Context: an optimization exercise on an open-source flow, tuned for small area, a short achievable clock period and few clock cycles per item. The choices shown serve that exercise and are no tape-out recipe. Only simulation tests tie the RTL to the original design; equivalence was not proved.

## flow/design.v (module list and top-level ports; edited modules follow where they fit)
// module divSqrtRecodedFloat64: 451 lines
// module csa8: 1745 lines
// module csa9: 292 lines
module divSqrtRecodedFloat64(input clk, input reset,
    output io_inReady_div,
    output io_inReady_sqrt,
    input  io_inValid,
    input  io_sqrtOp,
    input [64:0] io_a,
    input [64:0] io_b,
    input [1:0] io_roundingMode,
    output io_outValid_div,
    output io_outValid_sqrt,
    output[64:0] io_out,
    output[4:0] io_exceptionFlags
);
  // ...
==> flow/flow/run.sh <==
#!/bin/bash
bash standard.sh SETUP_SLACK_MARGIN=6.5 finish > standard.log 2>&1
==> flow/standard.sh <==
#!/bin/bash
# synth_recipe.tcl (not shown) runs the flow's synth.tcl, then flattens the netlist and writes it again
# the make line also repeats each setting of config.mk as NAME=value (left out here)
make -C /OpenROAD-flow-scripts/flow DESIGN_CONFIG=/design/flow/config.mk WORK_HOME=/design/flow/orfs CLKGATE_MAP_FILE= SYNTH_SCRIPT=/design/flow/synth_recipe.tcl "${@:-finish}"
==> flow/config.mk <==
export PLATFORM = sky130hd
export DESIGN_NAME = divSqrtRecodedFloat64
export DESIGN_NICKNAME = divSqrtRecodedFloat64
export VERILOG_FILES = /design/flow/design.v
export SDC_FILE = /design/flow/constraint.sdc
export NUM_CORES = 4
export LEC_CHECK = 0
export CAP_MARGIN = 20
export CORE_MARGIN = 2
export CORE_UTILIZATION = 45
export PLACE_DENSITY = 0.6
export SETUP_SLACK_MARGIN = 5
export SLEW_MARGIN = 20
==> flow/constraint.sdc <==
create_clock -name core_clock -period 10.5 [get_ports {clk}]
set_input_delay 2.1000 -clock core_clock [delete_from_list [all_inputs] [get_ports {clk}]]
set_output_delay 2.1000 -clock core_clock [all_outputs]
set_load 0.01 [all_outputs]
==> run_results.csv, run 1 <==
group,metric,value,unit
worst_setup_path,path_delay_family,"simple AND/OR/NAND/NOR gates",
grt,grt_max_degree,70,
timing,drv_slew,0,
timing,slew_headroom,0.0640,
yosys,synth_top_cell_area_share,0.282,
layout,num-multi-input-gates,4533,
worst_setup_path,critPathArrivalTime,5.55,ns
layout,layout.nonclk_buf_frac,0.153,
detailed_routing,drt_iter0_drc,10600,
floorplanning,coreArea,125000,sq um
clock_tree,cts_htree_levels,3,
yosys,synth_largest_area_cell,"edfxtp_1",
layout,final_util,0.610,
yosys,synth_top_family_by_area,"adder cells",
worst_setup_path,reg2reg_to,"S[45]",
worst_setup_path,critPathLaunchType,"flop",
detailed_routing,wl_met3,45300,um
place,dpl-instance-area,61300,sq um
grt,grt_overflow_total,0,
min_path,worstHoldStart,"c9[1]",
layout,syn_to_final_growth,34.9,%
clock_tree,cts_buffer_depth,3,
outcome,status,"finished clean",
timing,period_share,0.491,
layout,final_cells,8803,
clock_tree,clk_pin_slew_worst_paths,0.06,ns
layout,drive_above_1_share,0.252,
Testbench counts, summed over its fixed seeds: cycles 189,567, items 3,200.
==> run 2: changes to the inputs <==
==> flow/run.sh (new file) <==
#!/bin/bash
# synth_recipe.tcl (not shown) runs the flow's synth.tcl, then flattens the netlist and writes it again
# the make line also repeats each setting of config.mk as NAME=value (left out here)
make -C /OpenROAD-flow-scripts/flow DESIGN_CONFIG=/design/flow/config.mk WORK_HOME=/design/flow/orfs CLKGATE_MAP_FILE= SYNTH_SCRIPT=/design/flow/synth_recipe.tcl finish
--- a/flow/config.mk
+++ b/flow/config.mk
@@ -5,6 +5,7 @@
 export SDC_FILE = /design/flow/constraint.sdc
 export NUM_CORES = 4
 export LEC_CHECK = 0
+export ABC_AREA = 1
 export CAP_MARGIN = 20
 export CORE_MARGIN = 2
 export CORE_UTILIZATION = 45
removed: flow/flow/run.sh
removed: flow/standard.sh
==> run 2 against run 1 <==
  * Area after synthesis is 5.1% higher
  * Die area is 5.0% higher
  * Non-clock buffer count is 723 lower
  * Clock skew hardly changed
  * Sequential share of layout area is 3.4 points higher
  * Worst setup slack worse by 0.43 ns
  * Critical endpoint is now S[35]
  * Still clean
==> run_results.csv, run 2 <==
group,metric,value,unit
detailed_routing,first_pass_iters,6,
layout,top_regs,"XR x58, Q x56, R x55",
outcome,status,"finished clean",
yosys,synth_cell_types,74,
place,dpl-instance-area,63100,sq um
layout,regMostFlops,"XR",
floorplanning,coreArea,131000,sq um
yosys,synth_top_cell_area_share,0.268,
yosys,synth_area,59600,sq um
timing,fin_crit,5.59,ns
detailed_routing,vias,60400,
worst_setup_path,r2r_cells,20,
layout,mostFrequentLayoutCells,"inv_1, nand2_1, edfxtp_1",
layout,final_common_cell,"inv_1",
min_path,holdCritPathClass,"reg -> reg",
timing,setup-violations-final,0,
worst_setup_path,required,10.90,ns
layout,syn_to_final_growth,10.7,%
timing,timing.final.ws_setup,4.91,ns
yosys,synth_ff_type,"edfxtp_1",
worst_setup_path,endpoint_kind,"flop",
clock_tree,cts_buffers,70,
worst_setup_path,cp-endpoint,"S[35]",
yosys,synth_commonest_cells,"inv_1, nand2_1, nor2_1",
floorplanning,fp.dieW,368,um
worst_setup_path,critPathLaunchType,"flop",
clock_tree,clk_pin_slew_worst_paths,0.06,ns
layout,drive_above_1_share,0.0590,
grt,grt_use_total,0.432,
detailed_routing,vias_per_cell,6.15,
worst_setup_path,path_max_fanout,41,
worst_setup_path,critPathArrivalTime,5.99,ns
yosys,synth_largest_area_cell,"edfxtp_1",
timing,tightest_slew,1.29,ns
clock_tree,cts_tree,"yes",
job,maxCapViolCount,0,
grt,grt_pass1_wl,422000,um
min_path,worstHoldStart,"c9[17]",
worst_setup_path,cp_slowest_cell,"a21oi_1",
layout,largest_register_ffs,58,
worst_setup_path,cp_cell_sequence,"buf_6, inv_12, nand3_4, nor2_4, clkinvlp_4, buf_4, o22ai_1, a21oi_1, ha_1, nand2_1, nor2_1, nand2_1, nor2_1, nand3_1, nand3_1, xnor2_1, buf_4, o21ai_0, a21oi_1, o21ai_0",
timing,setup_tns,0,ns
worst_setup_path,r2r-start,"f_p5a",
worst_setup_path,reg2reg_slack,4.91,ns
clock_tree,cts_buffer_depth,3,
detailed_routing,antenna_left,0,
detailed_routing,wl_per_cell,30.2,um
place,dp_hpwl,230000,um
floorplanning,io-pin-count,210,
yosys,yosysSeqAreaShare,0.272,
floorplanning,initial_core_util,0.454,
clock_tree,cts_htree_levels,3,
clock_tree,root_buffer,"clkbuf_16",
floorplanning,die_y,368,um
timing,rsz0062_at_grt,"yes",
layout,final_area,66000,sq um
grt,grt_pass1_vias,58800,
floorplanning,die-area,135000,sq um
yosys,synth_fp_nets,8803,
detailed_routing,route.detailed.drc,0,
grt,grt_overflow_total,0,
yosys,yosysMostFrequentCell,"inv_1",
layout,nets,8795,
timing,period_share,0.532,
floorplanning,row_count,133,
yosys,ys_seq_elements,545,
place,gp_congestion,1.06,
place,dpl_worst_slack,3.41,ns
detailed_routing,drt_iter0_drc,9143,
worst_setup_path,reg2reg_to,"S[35]",
yosys,ys_warn_count,1,
yosys,synth_area_per_cell,7.43,sq um
timing,drv_slew,0,
yosys,synth_area_leaders,"edfxtp_1, fa_1, inv_1",
yosys,async_flop_share,0,
grt,grt_antenna_before_repair,8,
grt,grt_max_degree,79,
yosys,synth_edf_count,533,
worst_setup_path,cp_slowest_stage_delay,0.48,ns
worst_setup_path,critical_path_class,"reg -> reg",
detailed_routing,routed_wl,297000,um
timing,hold_viol,0,
clock_tree,cts.sinks,545,
clock_tree,insertion_delay,0.71,ns
yosys,netlist_instances,8022,
timing,fin_skew,0.0435,ns
timing,slew_headroom,0.137,
worst_setup_path,cp-startpoint,"f_p5a",
place,io_buffers,209,
timing,fmax,179,MHz
run 2: cell count changes after synthesis, sizes merged, moves of 61 or more:
cell     change
nand3       +86
o22ai      +198
clkbuf     -114
xnor2      -100
and2       -513
nor2       +153
nand2     +1095
inv       +1054
a222oi     -154
o21ai      +120
o2111ai     +61
run 2: cell families after synthesis:
group           synth area share
xor+xnor                  0.0174
compound gates             0.164
buf+inv                    0.154
fa+ha+maj                  0.197
mux                     0.000168
simple gates               0.195
flops                      0.272
run 2: through the flow:
stage | utilization | std cells | hold slack [ns]
after floorplan | - | 8022 | 0.400
after global placement | 0.479 | 9669 | 0.401
after detailed placement | 0.480 | 9669 | 0.405
after CTS | 0.500 | 9813 | 0.413
after global routing | 0.502 | 9821 | 0.427
final | 0.502 | 9826 | 0.410
run 2: per-layer routing:
metal  track usage  share of wire  vias to the layer above
met4         0.262          0.075                        6
met3         0.102           0.12                      965
met5             0        0.00017                        -
met2         0.662           0.44                     4262
met1         0.553           0.37                    29400
li1              -              -                    25700
run 2: final cells by class:
cell class / count / area (sq um)
fill: 13200 / 65500
multi-input combinational: 5124 / 34800
sequential: 545 / 16200
inverter: 1923 / 7270
timing repair buffer: 349 / 3260
tap: 1755 / 2200
clock buffer: 83 / 1820
clock inverter: 41 / 430
antenna: 5 / 12.5
timing repair inverter: 1 / 5.00
run 2: worst max-delay path: cells and delay by family, from the launching register on:
family	cells	cell delay, ns
AND/OR/NAND/NOR	8	1.80
buffers and inverters	5	1.27
AO/OA/AOI/OAI	5	1.19
adder cells (fa/ha/maj)	1	0.45
flip-flops	1	0.30
XOR/XNOR	1	0.18
run 2: worst min path at each step:
stage | to | cells past startpoint
2_1_floorplan | phi[0] | 0
3_3_place_gp | phi[2] | 0
3_5_place_dp | pk9[17] | 0
4_1_cts | pk9[17] | 0
5_1_grt | pk9[17] | 0
6_report | pk9[17] | 0
run 2: timing repair:
action	4_1_cts	5_1_grt
hold buffers	0	0
setup endpoints to repair	322	257
resized for setup	69	44
pin swaps	21	11
setup buffers	16	7
gates cloned	4	0
==> run 3: changes to the inputs <==
--- a/flow/config.mk
+++ b/flow/config.mk
@@ -5,10 +5,9 @@
 export SDC_FILE = /design/flow/constraint.sdc
 export NUM_CORES = 4
 export LEC_CHECK = 0
-export ABC_AREA = 1
 export CAP_MARGIN = 20
 export CORE_MARGIN = 2
-export CORE_UTILIZATION = 45
-export PLACE_DENSITY = 0.6
+export CORE_UTILIZATION = 60
+export PLACE_DENSITY = 0.75
 export SETUP_SLACK_MARGIN = 5
 export SLEW_MARGIN = 20
==> run 3 against run 2 <==
  * Via count is 9.0% lower
  * Final area is 4.5% lower
  * Flip-flop and latch count is the same
  * Largest cell class unchanged
  * Global-route usage up 6.1 points
  * Highest routed layer unchanged
==> run_results.csv, run 3 <==
group,metric,value,unit
grt,busiest_layer,"met2",
detailed_routing,antenna_left,0,
yosys,synth_area_per_cell,8.85,sq um
job,maxCapViolCount,0,
layout,nets,7179,
worst_setup_path,cp_slowest_cell,"or4_4",
clock_tree,insertion_delay,0.68,ns
floorplanning,fp.dieW,312,um
detailed_routing,routed_wl,246000,um
layout,fillCellCount,7552,
timing,timing.hold.ws,0.421,ns
layout,multiInputGateArea,35900,sq um
min_path,holdCritPathClass,"reg -> reg",
worst_setup_path,path_delay_family,"compound AO/OA/AOI/OAI gates",
worst_setup_path,cp_cell_sequence,"or4_4, nand2b_4, buf_12, nand2_1, nand2_1, nor2_1, a21oi_1, ha_2, and3_1, a221o_1, a21o_4, a211oi_4, a21oi_4, a21bo_2, a21boi_1, xnor2_1, buf_4, a222oi_1, a21oi_1",
yosys,ys_warn_count,1,
timing,hold_viol,0,
yosys,yosysSeqAreaShare,0.286,
timing,fin_skew,0.0485,ns
layout,largest_register_ffs,58,
yosys,netlist_instances,6413,
clock_tree,cts_buffers,66,
layout,regMostFlops,"XR",
detailed_routing,vias,55000,
timing,slew_headroom,0.131,
grt,grt_overflow_total,0,
layout,syn_to_final_growth,11.1,%
yosys,synth_edf_count,533,
grt,grt_pass1_vias,52400,
clock_tree,cts_htree_levels,3,
yosys,synth_ff_type,"edfxtp_1",
place,dpl_worst_slack,3.45,ns
yosys,synth_area,56800,sq um
layout,final_util,0.674,
timing,setup-violations-final,0,
worst_setup_path,path_max_fanout,26,
detailed_routing,wl_per_cell,31.9,um
grt,grt.met2_usage,0.698,
layout,drive_above_1_share,0.0718,
yosys,synth_cell_types,94,
detailed_routing,first_pass_iters,17,
layout,seqCellArea,16300,sq um
worst_setup_path,required,10.88,ns
floorplanning,io-pin-count,210,
timing,fmax,184,MHz
grt,grt_antenna_before_repair,17,
worst_setup_path,critPathLaunchType,"flop",
yosys,yosysMostFrequentCell,"inv_1",
outcome,status,"finished clean",
floorplanning,row_count,112,
timing,tightest_slew,1.29,ns
yosys,ys_seq_elements,545,
worst_setup_path,cp_slowest_stage_delay,0.65,ns
worst_setup_path,endpoint_kind,"flop",
layout,top_regs,"XR x58, Q x56, R x55",
clock_tree,cts.sinks,545,
grt,grt_max_degree,159,
worst_setup_path,cp_num_buf_inv,2,
floorplanning,die-area,97100,sq um
clock_tree,cts_buffer_depth,3,
timing,period_share,0.519,
yosys,synth_largest_area_cell,"edfxtp_1",
timing,timing.final.ws_setup,5.05,ns
floorplanning,initial_core_util,0.607,
detailed_routing,vias_per_cell,7.12,
layout,mostFrequentLayoutCells,"inv_1, nand2_1, edfxtp_1",
timing,fin_crit,5.45,ns
worst_setup_path,critical_path_class,"reg -> reg",
yosys,synth_fp_nets,7194,
grt,use_met3,0.181,
clock_tree,cts_tree,"yes",
clock_tree,clk_pin_slew_worst_paths,0.06,ns
place,gp_congestion,1.05,
yosys,synth_area_leaders,"edfxtp_1, fa_1, and2_1",
timing,setup_tns,0,ns
yosys,synth_commonest_cells,"inv_1, nand2_1, edfxtp_1",
detailed_routing,drt_iter0_drc,11200,
place,io_buffers,209,
timing,rsz0062_at_grt,"yes",
grt,grt_use_total,0.493,
grt,use_met1,0.644,
place,dp_hpwl,176000,um
floorplanning,coreArea,93500,sq um
yosys,async_flop_share,0,
worst_setup_path,critPathArrivalTime,5.82,ns
grt,grt_pass1_wl,353000,um
layout,final_common_cell,"inv_1",
yosys,synth_top_cell_area_share,0.282,
clock_tree,root_buffer,"clkbuf_16",
timing,drv_slew,0,
floorplanning,die_y,312,um
detailed_routing,route.detailed.drc,0,
==> run 3: stage by stage <==
step                      instances  cell area [sq um]
final                          7716              63000
after detailed placement       7534              59700
after global placement         7534              59700
after CTS                      7676              62500
after floorplan                6413              56800
after global routing           7703              63000
==> run 3: worst reg2reg max path: cells and delay by family (launching register included) <==
kind	cells	cell delay [ns]
adder cells (fa/ha/maj)	1	0.34
AND/OR/NAND/NOR	6	1.26
AO/OA/AOI/OAI	9	2.50
buffers and inverters	2	0.45
XOR/XNOR	1	0.19
flip-flops	1	0.45
==> run 3: area by class of cell <==
class	count	area share
inverter	853	0.0508
clock inverter	35	0.00604
antenna	14	0.000556
tap	1254	0.0249
sequential	545	0.258
timing repair buffer	410	0.0615
multi-input combinational	4522	0.570
clock buffer	83	0.0281
==> run 3: routing by layer <==
metal	wire length [um]	up-vias
li1	-	22200
met1	86500	26400
met2	101000	5144
met3	38400	1268
met4	19900	14
met5	295	-
==> run 3: worst paths after layout <==
check	slack, ns	cells after the start	endpoint	from
max reg2reg	5.05	19	XR[34]	f_p8
min	0.42	0	phi[2]	c9[20]
max	5.05	19	XR[34]	f_p8
min reg2reg	0.42	0	phi[2]	c9[20]
==> run 3: timing repair <==
action                                  in CTS  in global routing
hold endpoints to repair                     0                  0
pin swaps                                   12                 15
gates cloned                                 4                  4
setup buffers                               20                 22
hold buffers                                 0                  0
resized for setup                           70                 52
endpoints found under the setup margin     411                289
==> run 3: cell families (layout without fill, tap and decap cells) <==
logic type      after synthesis  count (layout)  share of synthesized area
simple gates               2011            2013                      0.175
other cells                   0              14                          0
fa+ha+maj                   645             645                      0.207
mux                          77              77                     0.0140
xor+xnor                    236             236                     0.0366
compound gates             1550            1551                      0.188
flops                       545             545                      0.286
buf+inv                    1349            1381                     0.0941

-- static timing again, ports no longer ideal --
Ports are ideal in the flow. The routed layouts listed here were re-timed in OpenROAD.
Step 1, drivers: a clkbuf_16 drives clk and a buf_2 each remaining input, both assumed.
Step 2 adds t to the input delays and takes it off the output delays; t is the mean of the earliest and latest rising clock arrival at the registers after step 1. Input paths then give back, and output paths get back, about the clock's delay inside the block.
Three values: ideal, step 1, step 2; two values: the first two.
| run | t, ns | setup WS [ns] | clock arrival spread, ns | slew at the worst register clock pin (ns) | cell pins on the clock port's net |
|---|---|---|---|---|---|
| run 1 | 0.769 | 5.343 / 5.343 / 5.343 | 0.048 / 0.048 | 0.07 / 0.07 | 1 |
| run 2 | 0.759 | 4.911 / 4.911 / 4.467 | 0.044 / 0.044 | 0.07 / 0.07 | 1 |
| run 3 | 0.734 | 5.054 / 5.054 / 4.928 | 0.051 / 0.051 | 0.07 / 0.07 | 1 |
After both steps setup and hold are still met in every run listed. The setup slack of run 2, which loses most, moves by 0.000 ns with the drivers and by -0.444 ns with both steps.
